What follows belongs to an exercise in optimizing a design on an open flow for small area, a short achievable clock period and few clock cycles; a production flow would make more cautious choices. RTL that was checked went through simulation tests only; none was proved equivalent to the original.

## CORDIC
module CORDIC #(parameter integer W = 32)
(
    input wire clk,
    input wire start,
    input wire signed [31:0] x,
    input wire signed [31:0] y,
    output wire signed [W-1:0]phi,
    output wire done
);
make LEC_CHECK=0 ABC_AREA=1 CAP_MARGIN=20 CORE_MARGIN=2 CORE_UTILIZATION=60 SETUP_SLACK_MARGIN=4 SLEW_MARGIN=20 SYNTH_HIERARCHICAL=1 SYNTH_MINIMUM_KEEP_SIZE=0 finish   # period 7.5 ns
run.sh (not shown) runs the stock make flow with config.mk's settings and CLKGATE_MAP_FILE= SYNTH_SCRIPT=/design/flow/synth_recipe.tcl, a recipe that flattens the netlist after the stock synthesis.
The starting point passed the timing, design-rule and antenna checks.
Testbench counts at the start, summed over its fixed seeds: cycles 22,400.
Then changed:
Settings changed: ABC_AREA 1 to 0, CORE_UTILIZATION 60 to 40.
Outcome:
- flip-flop and latch count stays the same
- fmax decreases by 18%
- hold slack got worse by 0.016 ns
- wire length came out lower by 14%
- clock-buffer cell count is unchanged
- design area falls by 7.4%

* * *

CORDIC, a different RTL version from the one above (not shown whole).
Size in the first run: about 99 I/O pins, ~16000 um2 of cells after synthesis.
clock: 7.5 ns
lec_check: 0
abc_area: 1
cap_margin: 20
core_margin: 2
core_utilization: 40
setup_slack_margin: 4
slew_margin: 20
synth_hierarchical: 1
synth_minimum_keep_size: 0
Edit:
--- a/flow/config.mk
+++ b/flow/config.mk
@@ -11,3 +11,3 @@
 export CORE_UTILIZATION = 40
-export SETUP_SLACK_MARGIN = 4
+export SETUP_SLACK_MARGIN = 4.5
 export SLEW_MARGIN = 20
The new run completed without violations; die area is unchanged; worst hold slack is better by 0.027 ns.
No functional check of the RTL was part of any run of this note.

* * *

## v25
Another version of the RTL of CORDIC (not shown whole).
For scale: roughly 2,900 cells after synthesis, ~99 I/O pins, ~15,000 sq um of cells after synthesis.
make LEC_CHECK=0 ABC_AREA=1 CAP_MARGIN=20 CORE_MARGIN=2 CORE_UTILIZATION=40 SETUP_SLACK_MARGIN=4.1 SLEW_MARGIN=20 SYNTH_HIERARCHICAL=1 SYNTH_MINIMUM_KEEP_SIZE=0 finish   # period 7.5 ns
Testbench counts of v25, summed over its fixed seeds: cycles 22,400.
The inputs of v31 differ from those of v25 as listed below.
- PLACE_DENSITY newly set to 0.7
- SETUP_SLACK_MARGIN changed from 4.1 to 4.2
Findings:
- v25 -> v31: height of the chip delta 0, exact match
- | arrival time at the worst endpoint | higher: v31 |
- [compare] base=v25 new=v31: slack of the worst reg-to-reg path saw an increase, layout sequential cell count barely changed, sequential share of layout area now smaller.
- Layout buffer count excluding clock buffers in v31 vs v25: up 20%
### v31 -> v8
- PLACE_DENSITY: 0.7 -> unset
- SETUP_SLACK_MARGIN: 4.2 -> 4
- CORE_UTILIZATION: 40 -> 45
Findings:
As of v8, via count had fallen slightly compared to v31.
v8 completed end to end with timing, DRC and antenna clean.
Shortest clock period the worst path allows after layout: v8 higher than v31
Floorplan die width (v8 / v31): 0.944
Lower register fraction of the total cell area was reported by v31, not v8.
Between v31 and v8, routed wire length is lower for v31, v8 comes in above that.
| area of all placed cells without fillers | v8 vs v31 | 3.4% lower |
[compare] base=v31 new=v8: maximum number of pins on one net before global-route repair has increased; highest attainable clock frequency has decreased.
Setup changes, v8 to v30
- a change of CORE_UTILIZATION from 45 to 40
- a change of SETUP_SLACK_MARGIN from 4 to 4.25
--- outcome ---
Compare v30 and v8 | area of the multi-input gates higher: v30
Relative to v8, total of fill cells in the finished design has increased by 384 in v30.
Comparing global-route wire length before repair for v30 and v8, the smaller number came from v8.
Against v8, v30 reports a number of non-clock buffers in the layout that is higher.
Delta (v30 minus v8): die area climbed about 12%; worst-skew pair later-pin latency ~0 delta; number of ordinary inverters in the final layout has remained practically unchanged.
The inputs of v55 differ from those of v30 as listed below.
- CORE_UTILIZATION changed from 40 to 35
- SETUP_SLACK_MARGIN changed from 4.25 to 4.2
Notes after the runs:
When v55 is measured against v30, its slack of the critical path turns out 95 ps lower.
v55: first-iteration DRC count lower than v30
In v55, the post-route standard cell area excluding fillers came out 73 sq um below the value in v30.

[port drivers added, routing unchanged]
The flow's constraints put no driver on any port. The routed layouts listed below were extracted and timed again, unchanged, in two steps. Step 1 sets driving cells, clkbuf_16 on the clock port and buf_2 on the other inputs (assumed; they add their load-dependent delay and slew). Step 2 adds t to the input delays and takes it off the output delays; t is the mean of the earliest and latest rising clock arrival at the registers after step 1. Input paths then give back, and output paths get back, about the clock's delay inside the block. Three values: no drivers, after step 1, after step 2; two values: the first two.
run | shift t [ns] | setup WS [ns] | hold slack, ns | worst register clock-pin slew, ns | worst data-port slew with drivers (ns)
the first run of note 1 | 0.426 | 3.803 / 3.803 / 3.803 | 0.589 / 0.589 / 0.589 | 0.09 / 0.09 | 0.05
the second run of note 1 | 0.432 | 2.969 / 2.969 / 2.969 | 0.574 / 0.574 / 0.574 | 0.08 / 0.08 | 0.04
the first run of note 2 | 0.455 | 4.092 / 4.035 / 4.251 | 0.509 / 0.509 / 0.509 | 0.09 / 0.09 | 0.05
the second run of note 2 | 0.456 | 4.186 / 4.129 / 4.278 | 0.536 / 0.536 / 0.536 | 0.09 / 0.09 | 0.05
v25 | 0.439 | 4.173 / 4.123 / 3.898 | 0.477 / 0.477 / 0.477 | 0.09 / 0.09 | 0.04
v31 | 0.440 | 4.140 / 4.082 / 4.353 | 0.501 / 0.501 / 0.501 | 0.09 / 0.09 | 0.06
v8 | 0.438 | 4.079 / 4.024 / 4.206 | 0.469 / 0.469 / 0.469 | 0.08 / 0.08 | 0.04
v30 | 0.440 | 4.299 / 4.248 / 3.887 | 0.455 / 0.455 / 0.455 | 0.09 / 0.09 | 0.04
v55 | 0.466 | 4.204 / 4.146 / 4.126 | 0.459 / 0.459 / 0.459 | 0.09 / 0.09 | 0.05
After both steps every run listed still meets setup and hold. For v30, which loses most, drivers alone change the setup slack by -0.051 ns; drivers and shift together by -0.412 ns.
